Source: an optimization exercise on an open RTL-to-GDS flow (aim: small area, a short achievable clock period and few clock cycles per item). Production flows keep margins and buffers that such runs may drop. Where RTL was checked, it was by simulation tests only, not by an equivalence proof against the original. No driver is modelled on the clock port, so clock power and skew are understated where the tree is cut down; a real chip needs a root buffer or a tree. Power figures rest on the tool's default switching activity, not on a simulated workload.

==> job 1718: inputs <==
==> flow/design.v <==
module divider (clk, quot, rem, fin, dvdend, dvsor, reset);
	output [31:0] quot;
	output [63:0] rem;
	output fin;
	input [63:0] dvdend;
	input [31:0] dvsor;
	input clk, reset;
	reg [31:0] r;     
	reg [31:0] q;     
	reg [4:0] cnt;    
	reg ld;           
	reg fin;
	reg [31:0] d;     
	wire [31:0] a = {r[30:0], q[31]};
	wire [31:0] p = a ^ ~d;
	wire [31:0] g0 = {a[31:1] & ~d[31:1], a[0] | ~d[0]};
	wire [31:0] p0 = p;
	wire g1_1 = g0[1] | (p0[1] & g0[0]);
	wire p1_1 = p0[1] & p0[0];
	wire g1_3 = g0[3] | (p0[3] & g0[2]);
	wire p1_3 = p0[3] & p0[2];
	wire g1_5 = g0[5] | (p0[5] & g0[4]);
	wire p1_5 = p0[5] & p0[4];
	wire g1_7 = g0[7] | (p0[7] & g0[6]);
	wire p1_7 = p0[7] & p0[6];
	wire g1_9 = g0[9] | (p0[9] & g0[8]);
	wire p1_9 = p0[9] & p0[8];
	wire g1_11 = g0[11] | (p0[11] & g0[10]);
	wire p1_11 = p0[11] & p0[10];
	wire g1_13 = g0[13] | (p0[13] & g0[12]);
	wire p1_13 = p0[13] & p0[12];
	wire g1_15 = g0[15] | (p0[15] & g0[14]);
	wire p1_15 = p0[15] & p0[14];
	wire g1_17 = g0[17] | (p0[17] & g0[16]);
	wire p1_17 = p0[17] & p0[16];
	wire g1_19 = g0[19] | (p0[19] & g0[18]);
	wire p1_19 = p0[19] & p0[18];
	wire g1_21 = g0[21] | (p0[21] & g0[20]);
	wire p1_21 = p0[21] & p0[20];
	wire g1_23 = g0[23] | (p0[23] & g0[22]);
	wire p1_23 = p0[23] & p0[22];
	wire g1_25 = g0[25] | (p0[25] & g0[24]);
	wire p1_25 = p0[25] & p0[24];
	wire g1_27 = g0[27] | (p0[27] & g0[26]);
	wire p1_27 = p0[27] & p0[26];
	wire g1_29 = g0[29] | (p0[29] & g0[28]);
	wire p1_29 = p0[29] & p0[28];
	wire g1_31 = g0[31] | (p0[31] & g0[30]);
	wire p1_31 = p0[31] & p0[30];
	wire g2_2 = g0[2] | (p0[2] & g1_1);
	wire p2_2 = p0[2] & p1_1;
	wire g2_3 = g1_3 | (p1_3 & g1_1);
	wire p2_3 = p1_3 & p1_1;
	wire g2_6 = g0[6] | (p0[6] & g1_5);
	wire p2_6 = p0[6] & p1_5;
	wire g2_7 = g1_7 | (p1_7 & g1_5);
	wire p2_7 = p1_7 & p1_5;
	wire g2_10 = g0[10] | (p0[10] & g1_9);
	wire p2_10 = p0[10] & p1_9;
	wire g2_11 = g1_11 | (p1_11 & g1_9);
	wire p2_11 = p1_11 & p1_9;
	wire g2_14 = g0[14] | (p0[14] & g1_13);
	wire p2_14 = p0[14] & p1_13;
	wire g2_15 = g1_15 | (p1_15 & g1_13);
	wire p2_15 = p1_15 & p1_13;
	wire g2_18 = g0[18] | (p0[18] & g1_17);
	wire p2_18 = p0[18] & p1_17;
	wire g2_19 = g1_19 | (p1_19 & g1_17);
	wire p2_19 = p1_19 & p1_17;
	wire g2_22 = g0[22] | (p0[22] & g1_21);
	wire p2_22 = p0[22] & p1_21;
	wire g2_23 = g1_23 | (p1_23 & g1_21);
	wire p2_23 = p1_23 & p1_21;
	wire g2_26 = g0[26] | (p0[26] & g1_25);
	wire p2_26 = p0[26] & p1_25;
	wire g2_27 = g1_27 | (p1_27 & g1_25);
	wire p2_27 = p1_27 & p1_25;
	wire g2_30 = g0[30] | (p0[30] & g1_29);
	wire p2_30 = p0[30] & p1_29;
	wire g2_31 = g1_31 | (p1_31 & g1_29);
	wire p2_31 = p1_31 & p1_29;
	wire g3_4 = g0[4] | (p0[4] & g2_3);
	wire p3_4 = p0[4] & p2_3;
	wire g3_5 = g1_5 | (p1_5 & g2_3);
	wire p3_5 = p1_5 & p2_3;
	wire g3_6 = g2_6 | (p2_6 & g2_3);
	wire p3_6 = p2_6 & p2_3;
	wire g3_7 = g2_7 | (p2_7 & g2_3);
	wire p3_7 = p2_7 & p2_3;
	wire g3_12 = g0[12] | (p0[12] & g2_11);
	wire p3_12 = p0[12] & p2_11;
	wire g3_13 = g1_13 | (p1_13 & g2_11);
	wire p3_13 = p1_13 & p2_11;
	wire g3_14 = g2_14 | (p2_14 & g2_11);
	wire p3_14 = p2_14 & p2_11;
	wire g3_15 = g2_15 | (p2_15 & g2_11);
	wire p3_15 = p2_15 & p2_11;
	wire g3_20 = g0[20] | (p0[20] & g2_19);
	wire p3_20 = p0[20] & p2_19;
	wire g3_21 = g1_21 | (p1_21 & g2_19);
	wire p3_21 = p1_21 & p2_19;
	wire g3_22 = g2_22 | (p2_22 & g2_19);
	wire p3_22 = p2_22 & p2_19;
	wire g3_23 = g2_23 | (p2_23 & g2_19);
	wire p3_23 = p2_23 & p2_19;
	wire g3_28 = g0[28] | (p0[28] & g2_27);
	wire p3_28 = p0[28] & p2_27;
	wire g3_29 = g1_29 | (p1_29 & g2_27);
	wire p3_29 = p1_29 & p2_27;
	wire g3_30 = g2_30 | (p2_30 & g2_27);
	wire p3_30 = p2_30 & p2_27;
	wire g3_31 = g2_31 | (p2_31 & g2_27);
	wire p3_31 = p2_31 & p2_27;
	wire g4_8 = g0[8] | (p0[8] & g3_7);
	wire p4_8 = p0[8] & p3_7;
	wire g4_9 = g1_9 | (p1_9 & g3_7);
	wire p4_9 = p1_9 & p3_7;
	wire g4_10 = g2_10 | (p2_10 & g3_7);
	wire p4_10 = p2_10 & p3_7;
	wire g4_11 = g2_11 | (p2_11 & g3_7);
	wire p4_11 = p2_11 & p3_7;
	wire g4_12 = g3_12 | (p3_12 & g3_7);
	wire p4_12 = p3_12 & p3_7;
	wire g4_13 = g3_13 | (p3_13 & g3_7);
	wire p4_13 = p3_13 & p3_7;
	wire g4_14 = g3_14 | (p3_14 & g3_7);
	wire p4_14 = p3_14 & p3_7;
	wire g4_15 = g3_15 | (p3_15 & g3_7);
	wire p4_15 = p3_15 & p3_7;
	wire g4_24 = g0[24] | (p0[24] & g3_23);
	wire p4_24 = p0[24] & p3_23;
	wire g4_25 = g1_25 | (p1_25 & g3_23);
	wire p4_25 = p1_25 & p3_23;
	wire g4_26 = g2_26 | (p2_26 & g3_23);
	wire p4_26 = p2_26 & p3_23;
	wire g4_27 = g2_27 | (p2_27 & g3_23);
	wire p4_27 = p2_27 & p3_23;
	wire g4_28 = g3_28 | (p3_28 & g3_23);
	wire p4_28 = p3_28 & p3_23;
	wire g4_29 = g3_29 | (p3_29 & g3_23);
	wire p4_29 = p3_29 & p3_23;
	wire g4_30 = g3_30 | (p3_30 & g3_23);
	wire p4_30 = p3_30 & p3_23;
	wire g4_31 = g3_31 | (p3_31 & g3_23);
	wire p4_31 = p3_31 & p3_23;
	wire g5_16 = g0[16] | (p0[16] & g4_15);
	wire p5_16 = p0[16] & p4_15;
	wire g5_17 = g1_17 | (p1_17 & g4_15);
	wire p5_17 = p1_17 & p4_15;
	wire g5_18 = g2_18 | (p2_18 & g4_15);
	wire p5_18 = p2_18 & p4_15;
	wire g5_19 = g2_19 | (p2_19 & g4_15);
	wire p5_19 = p2_19 & p4_15;
	wire g5_20 = g3_20 | (p3_20 & g4_15);
	wire p5_20 = p3_20 & p4_15;
	wire g5_21 = g3_21 | (p3_21 & g4_15);
	wire p5_21 = p3_21 & p4_15;
	wire g5_22 = g3_22 | (p3_22 & g4_15);
	wire p5_22 = p3_22 & p4_15;
	wire g5_23 = g3_23 | (p3_23 & g4_15);
	wire p5_23 = p3_23 & p4_15;
	wire g5_24 = g4_24 | (p4_24 & g4_15);
	wire p5_24 = p4_24 & p4_15;
	wire g5_25 = g4_25 | (p4_25 & g4_15);
	wire p5_25 = p4_25 & p4_15;
	wire g5_26 = g4_26 | (p4_26 & g4_15);
	wire p5_26 = p4_26 & p4_15;
	wire g5_27 = g4_27 | (p4_27 & g4_15);
	wire p5_27 = p4_27 & p4_15;
	wire g5_28 = g4_28 | (p4_28 & g4_15);
	wire p5_28 = p4_28 & p4_15;
	wire g5_29 = g4_29 | (p4_29 & g4_15);
	wire p5_29 = p4_29 & p4_15;
	wire g5_30 = g4_30 | (p4_30 & g4_15);
	wire p5_30 = p4_30 & p4_15;
	wire g5_31 = g4_31 | (p4_31 & g4_15);
	wire p5_31 = p4_31 & p4_15;
	wire [31:0] c = {g5_30, g5_29, g5_28, g5_27, g5_26, g5_25, g5_24, g5_23, g5_22, g5_21, g5_20, g5_19, g5_18, g5_17, g5_16, g4_15, g4_14, g4_13, g4_12, g4_11, g4_10, g4_9, g4_8, g3_7, g3_6, g3_5, g3_4, g2_3, g2_2, g1_1, g0[0], 1'b1};    
	wire [31:0] diff = p ^ c;
	wire nb = r[31] | g5_31;    
	always @(posedge clk) begin
		ld <= reset;
		d <= dvsor;
		if (reset) begin
			fin <= 1'b0;
			cnt <= 5'd0;
		end else if (!ld) begin
			cnt <= cnt + 5'd1;
			if (cnt == 5'd31)
				fin <= 1'b1;
		end
		if (ld) begin
			r <= dvdend[63:32];
			q <= dvdend[31:0];
		end else begin
			r <= nb ? diff : a;
			q <= {q[30:0], nb};
		end
	end
	assign quot = q;
	assign rem = {r, 32'h0};
endmodule
==> flow/flow/run.sh <==
#!/bin/bash
# Standard layout, with the port buffers made of the smallest buffer cell.
set -euo pipefail
export BUFFER_PORTS_ARGS="-buffer_cell sky130_fd_sc_hd__buf_1"
export SKIP_REPAIR_TIE_FANOUT=1
export PRE_CTS_TCL="$PWD/flow/pre_cts.tcl"
export MANUAL_CTS_NBUF=4
export ADDER_MAP_FILE=
bash standard.sh > standard.log 2>&1
==> flow/flow/pre_cts.tcl <==
# A one-level clock tree, built in place of TritonCTS's: the clock port
# drives NBUF clkbuf_16 buffers, each placed at the centre of one group of
# flip-flops and driving that group's clock pins. Every register sees the
# same single buffer stage, so no register's clock is deliberately skewed.
set nbuf $::env(MANUAL_CTS_NBUF)
set block [ord::get_db_block]
set db [ord::get_db]
set clk_net [$block findNet clk]

set pts {}
foreach it [$clk_net getITerms] {
  set bb [[$it getInst] getBBox]
  lappend pts [list $it [expr {([$bb xMin] + [$bb xMax]) / 2.0}] [expr {([$bb yMin] + [$bb yMax]) / 2.0}]]
}

# Recursive bisection at the median, across the longer side of each group's
# bounding box, into nbuf groups of equal size (nbuf a power of two).
proc bisect {pts n} {
  if {$n <= 1 || [llength $pts] < 2} { return [list $pts] }
  set xs {}; set ys {}
  foreach p $pts { lappend xs [lindex $p 1]; lappend ys [lindex $p 2] }
  set dx [expr {[tcl::mathfunc::max {*}$xs] - [tcl::mathfunc::min {*}$xs]}]
  set dy [expr {[tcl::mathfunc::max {*}$ys] - [tcl::mathfunc::min {*}$ys]}]
  set axis [expr {$dx >= $dy ? 1 : 2}]
  set sorted [lsort -real -index $axis $pts]
  set h [expr {[llength $sorted] / 2}]
  set half [expr {$n / 2}]
  return [concat [bisect [lrange $sorted 0 [expr {$h - 1}]] $half] [bisect [lrange $sorted $h end] $half]]
}
set groups [bisect $pts $nbuf]
set cents {}
foreach g $groups {
  set sx 0.0; set sy 0.0
  foreach p $g { set sx [expr {$sx + [lindex $p 1]}]; set sy [expr {$sy + [lindex $p 2]}] }
  set n [llength $g]
  lappend cents [list [expr {$sx / $n}] [expr {$sy / $n}]]
}
set nbuf [llength $groups]

set bufcell sky130_fd_sc_hd__clkbuf_16
if {[info exists ::env(MANUAL_CTS_BUF)]} { set bufcell $::env(MANUAL_CTS_BUF) }
set master [$db findMaster $bufcell]
for {set k 0} {$k < $nbuf} {incr k} {
  set g [lindex $groups $k]
  if {[llength $g] == 0} { continue }
  set b [odb::dbInst_create $block $master "clkbuf_man_$k"]
  set n [odb::dbNet_create $block "clknet_man_$k"]
  $n setSigType CLOCK
  [$b findITerm A] connect $clk_net
  [$b findITerm X] connect $n
  foreach p $g {
    set it [lindex $p 0]
    $it disconnect
    $it connect $n
  }
  set c [lindex $cents $k]
  $b setLocation [expr {int([lindex $c 0] - [$master getWidth] / 2)}] [expr {int([lindex $c 1] - [$master getHeight] / 2)}]
  $b setPlacementStatus PLACED
  puts "manual clock tree: clkbuf_man_$k drives [llength $g] clock pins"
}

# The tree is built: TritonCTS has nothing left to do.
proc clock_tree_synthesis {args} {
  set_propagated_clock [all_clocks]
  puts "clock_tree_synthesis skipped: the clock tree was built by flow/pre_cts.tcl"
}
==> flow/standard.sh <==
#!/bin/bash
# synth_recipe.tcl (not shown) runs the flow's synth.tcl, then flattens the netlist and writes it again
# the make line also repeats each setting of config.mk as NAME=value (left out here)
make -C /OpenROAD-flow-scripts/flow DESIGN_CONFIG=/design/flow/config.mk WORK_HOME=/design/flow/orfs CLKGATE_MAP_FILE= SYNTH_SCRIPT=/design/flow/synth_recipe.tcl "${@:-finish}"
==> flow/config.mk <==
export PLATFORM = sky130hd
export DESIGN_NAME = divider
export DESIGN_NICKNAME = divider
export VERILOG_FILES = /design/flow/design.v
export SDC_FILE = /design/flow/constraint.sdc
export NUM_CORES = 4
export LEC_CHECK = 0
export ABC_AREA = 1
export CAP_MARGIN = 20
export CORE_MARGIN = 2
export CORE_UTILIZATION = 45
export SETUP_SLACK_MARGIN = 4.75
export SLEW_MARGIN = 20
==> flow/constraint.sdc <==
create_clock -name core_clock -period 7.0 [get_ports {clk}]
set_input_delay 1.4000 -clock core_clock [delete_from_list [all_inputs] [get_ports {clk}]]
set_output_delay 1.4000 -clock core_clock [all_outputs]
set_load 0.01 [all_outputs]
==> job 8437 (differences from job 1718) <==
==> flow/design.v (replaced) <==
module divider (clk, quot, rem, fin, dvdend, dvsor, reset);
	output [31:0] quot;
	output [63:0] rem;
	output fin;
	input [63:0] dvdend;
	input [31:0] dvsor;
	input clk, reset;
	reg [31:0] r;     
	reg [31:0] q;     
	reg [4:0] cnt;    
	reg ld;           
	reg fin;
	reg [31:0] d;     
	wire [31:0] a = {r[30:0], q[31]};
	wire [31:0] p = a ^ ~d;
	wire [31:0] g0 = {a[31:1] & ~d[31:1], a[0] | ~d[0]};
	wire [31:0] p0 = p;
	wire g1_1 = g0[1] | (p0[1] & g0[0]);
	wire p1_1 = p0[1] & p0[0];
	wire g1_3 = g0[3] | (p0[3] & g0[2]);
	wire p1_3 = p0[3] & p0[2];
	wire g1_5 = g0[5] | (p0[5] & g0[4]);
	wire p1_5 = p0[5] & p0[4];
	wire g1_7 = g0[7] | (p0[7] & g0[6]);
	wire p1_7 = p0[7] & p0[6];
	wire g1_9 = g0[9] | (p0[9] & g0[8]);
	wire p1_9 = p0[9] & p0[8];
	wire g1_11 = g0[11] | (p0[11] & g0[10]);
	wire p1_11 = p0[11] & p0[10];
	wire g1_13 = g0[13] | (p0[13] & g0[12]);
	wire p1_13 = p0[13] & p0[12];
	wire g1_15 = g0[15] | (p0[15] & g0[14]);
	wire p1_15 = p0[15] & p0[14];
	wire g1_17 = g0[17] | (p0[17] & g0[16]);
	wire p1_17 = p0[17] & p0[16];
	wire g1_19 = g0[19] | (p0[19] & g0[18]);
	wire p1_19 = p0[19] & p0[18];
	wire g1_21 = g0[21] | (p0[21] & g0[20]);
	wire p1_21 = p0[21] & p0[20];
	wire g1_23 = g0[23] | (p0[23] & g0[22]);
	wire p1_23 = p0[23] & p0[22];
	wire g1_25 = g0[25] | (p0[25] & g0[24]);
	wire p1_25 = p0[25] & p0[24];
	wire g1_27 = g0[27] | (p0[27] & g0[26]);
	wire p1_27 = p0[27] & p0[26];
	wire g1_29 = g0[29] | (p0[29] & g0[28]);
	wire p1_29 = p0[29] & p0[28];
	wire g1_31 = g0[31] | (p0[31] & g0[30]);
	wire p1_31 = p0[31] & p0[30];
	wire g2_3 = g1_3 | (p1_3 & g1_1);
	wire p2_3 = p1_3 & p1_1;
	wire g2_7 = g1_7 | (p1_7 & g1_5);
	wire p2_7 = p1_7 & p1_5;
	wire g2_11 = g1_11 | (p1_11 & g1_9);
	wire p2_11 = p1_11 & p1_9;
	wire g2_15 = g1_15 | (p1_15 & g1_13);
	wire p2_15 = p1_15 & p1_13;
	wire g2_19 = g1_19 | (p1_19 & g1_17);
	wire p2_19 = p1_19 & p1_17;
	wire g2_23 = g1_23 | (p1_23 & g1_21);
	wire p2_23 = p1_23 & p1_21;
	wire g2_27 = g1_27 | (p1_27 & g1_25);
	wire p2_27 = p1_27 & p1_25;
	wire g2_31 = g1_31 | (p1_31 & g1_29);
	wire p2_31 = p1_31 & p1_29;
	wire g3_5 = g1_5 | (p1_5 & g2_3);
	wire p3_5 = p1_5 & p2_3;
	wire g3_7 = g2_7 | (p2_7 & g2_3);
	wire p3_7 = p2_7 & p2_3;
	wire g3_13 = g1_13 | (p1_13 & g2_11);
	wire p3_13 = p1_13 & p2_11;
	wire g3_15 = g2_15 | (p2_15 & g2_11);
	wire p3_15 = p2_15 & p2_11;
	wire g3_21 = g1_21 | (p1_21 & g2_19);
	wire p3_21 = p1_21 & p2_19;
	wire g3_23 = g2_23 | (p2_23 & g2_19);
	wire p3_23 = p2_23 & p2_19;
	wire g3_29 = g1_29 | (p1_29 & g2_27);
	wire p3_29 = p1_29 & p2_27;
	wire g3_31 = g2_31 | (p2_31 & g2_27);
	wire p3_31 = p2_31 & p2_27;
	wire g4_9 = g1_9 | (p1_9 & g3_7);
	wire p4_9 = p1_9 & p3_7;
	wire g4_11 = g2_11 | (p2_11 & g3_7);
	wire p4_11 = p2_11 & p3_7;
	wire g4_13 = g3_13 | (p3_13 & g3_7);
	wire p4_13 = p3_13 & p3_7;
	wire g4_15 = g3_15 | (p3_15 & g3_7);
	wire p4_15 = p3_15 & p3_7;
	wire g4_25 = g1_25 | (p1_25 & g3_23);
	wire p4_25 = p1_25 & p3_23;
	wire g4_27 = g2_27 | (p2_27 & g3_23);
	wire p4_27 = p2_27 & p3_23;
	wire g4_29 = g3_29 | (p3_29 & g3_23);
	wire p4_29 = p3_29 & p3_23;
	wire g4_31 = g3_31 | (p3_31 & g3_23);
	wire p4_31 = p3_31 & p3_23;
	wire g5_17 = g1_17 | (p1_17 & g4_15);
	wire p5_17 = p1_17 & p4_15;
	wire g5_19 = g2_19 | (p2_19 & g4_15);
	wire p5_19 = p2_19 & p4_15;
	wire g5_21 = g3_21 | (p3_21 & g4_15);
	wire p5_21 = p3_21 & p4_15;
	wire g5_23 = g3_23 | (p3_23 & g4_15);
	wire p5_23 = p3_23 & p4_15;
	wire g5_25 = g4_25 | (p4_25 & g4_15);
	wire p5_25 = p4_25 & p4_15;
	wire g5_27 = g4_27 | (p4_27 & g4_15);
	wire p5_27 = p4_27 & p4_15;
	wire g5_29 = g4_29 | (p4_29 & g4_15);
	wire p5_29 = p4_29 & p4_15;
	wire g5_31 = g4_31 | (p4_31 & g4_15);
	wire p5_31 = p4_31 & p4_15;
	wire g6_2 = g0[2] | (p0[2] & g1_1);
	wire p6_2 = p0[2] & p1_1;
	wire g6_4 = g0[4] | (p0[4] & g2_3);
	wire p6_4 = p0[4] & p2_3;
	wire g6_6 = g0[6] | (p0[6] & g3_5);
	wire p6_6 = p0[6] & p3_5;
	wire g6_8 = g0[8] | (p0[8] & g3_7);
	wire p6_8 = p0[8] & p3_7;
	wire g6_10 = g0[10] | (p0[10] & g4_9);
	wire p6_10 = p0[10] & p4_9;
	wire g6_12 = g0[12] | (p0[12] & g4_11);
	wire p6_12 = p0[12] & p4_11;
	wire g6_14 = g0[14] | (p0[14] & g4_13);
	wire p6_14 = p0[14] & p4_13;
	wire g6_16 = g0[16] | (p0[16] & g4_15);
	wire p6_16 = p0[16] & p4_15;
	wire g6_18 = g0[18] | (p0[18] & g5_17);
	wire p6_18 = p0[18] & p5_17;
	wire g6_20 = g0[20] | (p0[20] & g5_19);
	wire p6_20 = p0[20] & p5_19;
	wire g6_22 = g0[22] | (p0[22] & g5_21);
	wire p6_22 = p0[22] & p5_21;
	wire g6_24 = g0[24] | (p0[24] & g5_23);
	wire p6_24 = p0[24] & p5_23;
	wire g6_26 = g0[26] | (p0[26] & g5_25);
	wire p6_26 = p0[26] & p5_25;
	wire g6_28 = g0[28] | (p0[28] & g5_27);
	wire p6_28 = p0[28] & p5_27;
	wire g6_30 = g0[30] | (p0[30] & g5_29);
	wire p6_30 = p0[30] & p5_29;
	wire [31:0] c = {g6_30, g5_29, g6_28, g5_27, g6_26, g5_25, g6_24, g5_23, g6_22, g5_21, g6_20, g5_19, g6_18, g5_17, g6_16, g4_15, g6_14, g4_13, g6_12, g4_11, g6_10, g4_9, g6_8, g3_7, g6_6, g3_5, g6_4, g2_3, g6_2, g1_1, g0[0], 1'b1};    
	wire [31:0] diff = p ^ c;
	wire nb = r[31] | g5_31;    
	always @(posedge clk) begin
		ld <= reset;
		d <= dvsor;
		if (reset) begin
			fin <= 1'b0;
			cnt <= 5'd0;
		end else if (!ld) begin
			cnt <= cnt + 5'd1;
			if (cnt == 5'd31)
				fin <= 1'b1;
		end
		if (ld) begin
			r <= dvdend[63:32];
			q <= dvdend[31:0];
		end else begin
			r <= nb ? diff : a;
			q <= {q[30:0], nb};
		end
	end
	assign quot = q;
	assign rem = {r, 32'h0};
endmodule
--- a/flow/flow/run.sh
+++ b/flow/flow/run.sh
@@ -7,3 +7,2 @@
 export MANUAL_CTS_NBUF=4
-export ADDER_MAP_FILE=
 bash standard.sh > standard.log 2>&1
--- a/flow/config.mk
+++ b/flow/config.mk
@@ -10,4 +10,4 @@
 export CORE_MARGIN = 2
-export CORE_UTILIZATION = 45
-export SETUP_SLACK_MARGIN = 4.75
+export CORE_UTILIZATION = 55
+export SETUP_SLACK_MARGIN = 4.65
 export SLEW_MARGIN = 20
==> job 2813 (differences from job 1718) <==
--- a/flow/flow/run.sh
+++ b/flow/flow/run.sh
@@ -5,5 +5,2 @@
 export SKIP_REPAIR_TIE_FANOUT=1
-export PRE_CTS_TCL="$PWD/flow/pre_cts.tcl"
-export MANUAL_CTS_NBUF=4
-export ADDER_MAP_FILE=
 bash standard.sh > standard.log 2>&1
--- a/flow/config.mk
+++ b/flow/config.mk
@@ -10,4 +10,6 @@
 export CORE_MARGIN = 2
-export CORE_UTILIZATION = 45
-export SETUP_SLACK_MARGIN = 4.75
+export CORE_UTILIZATION = 40
+export CTS_CLUSTER_DIAMETER = 200
+export CTS_CLUSTER_SIZE = 40
+export SETUP_SLACK_MARGIN = 4.5
 export SLEW_MARGIN = 20
removed: flow/flow/pre_cts.tcl
==> qor summary <==
metric	job 8437	job 2813	job 1718
Outcome	no timing/DRC/antenna violations	no timing/DRC/antenna violations	no timing/DRC/antenna violations
Worst rel slew slack	51.7%	46.4%	52.0%
Final Power	2530 uW	2540 uW	2400 uW
Critical Setup Path Class	reg2reg	reg2out	reg2out
Area fraction in compound gates after synthesis	2.79%	5.38%	4.60%
Nonclk inv count	95	94	109
Final instance area	6220 sq um	6400 sq um	6390 sq um
Share of cell area taken by multi-input logic gates	44.7%	42.9%	44.1%
Chip width	101 microns	121 microns	115 microns
Tap Cells	111	176	147
Register area	2070 sq um	2070 sq um	2070 sq um
Vias per inst	4.86	4.46	4.70
WL met3	959 microns	1.07 mm	1.05 mm
Register-to-Register Setup Slack	4.54 ns	4.66 ns	4.91 ns
Via count of the first global-routing pass	4255	4589	5035
Net Sw Frac	43.7%	43.7%	45.2%
Cells after DPL	904	1074	1110
Number of non-filler instances in the completed layout	929	1105	1137
Type of element capturing the critical path	flop	output port	output port
Testbench counts of job 1718, summed over its fixed seeds: cycles 108,800, items 3,200.
Testbench counts of job 2813, summed over its fixed seeds: cycles 108,800, items 3,200.
No functional check of the RTL was part of job 8437. The clock cells of job 1718 and job 8437 come from the design's own scripts or RTL, not from TritonCTS.

[afterwards: timing with drivers on the ports]
No port has a modelled driver above. Below, the same layouts with a new extraction and two added sets of constraints.
Step 1: set_driving_cell puts a clkbuf_16 on clk and a buf_2 on each other input, an assumption about the parent block.
Step 2 adds t to the input delays and takes it off the output delays; t is the mean of the earliest and latest rising clock arrival at the registers after step 1. Input paths then give back, and output paths get back, about the clock's delay inside the block.
Three values: no drivers, after step 1, after step 2; two values: the first two.
run	t, ns	setup WS [ns]	hold slack, ns	latest minus earliest clock arrival (ns)	pins driven straight from the clock port
job 1718	0.245	4.817 / 4.733 / 4.911	0.449 / 0.449 / 0.449	0.014 / 0.014	4
job 8437	0.242	4.541 / 4.541 / 4.541	0.439 / 0.439 / 0.439	0.013 / 0.013	4
job 2813	0.391	4.625 / 4.587 / 4.664	0.446 / 0.446 / 0.446	0.010 / 0.010	1
After both steps setup and hold are still met in every run listed.
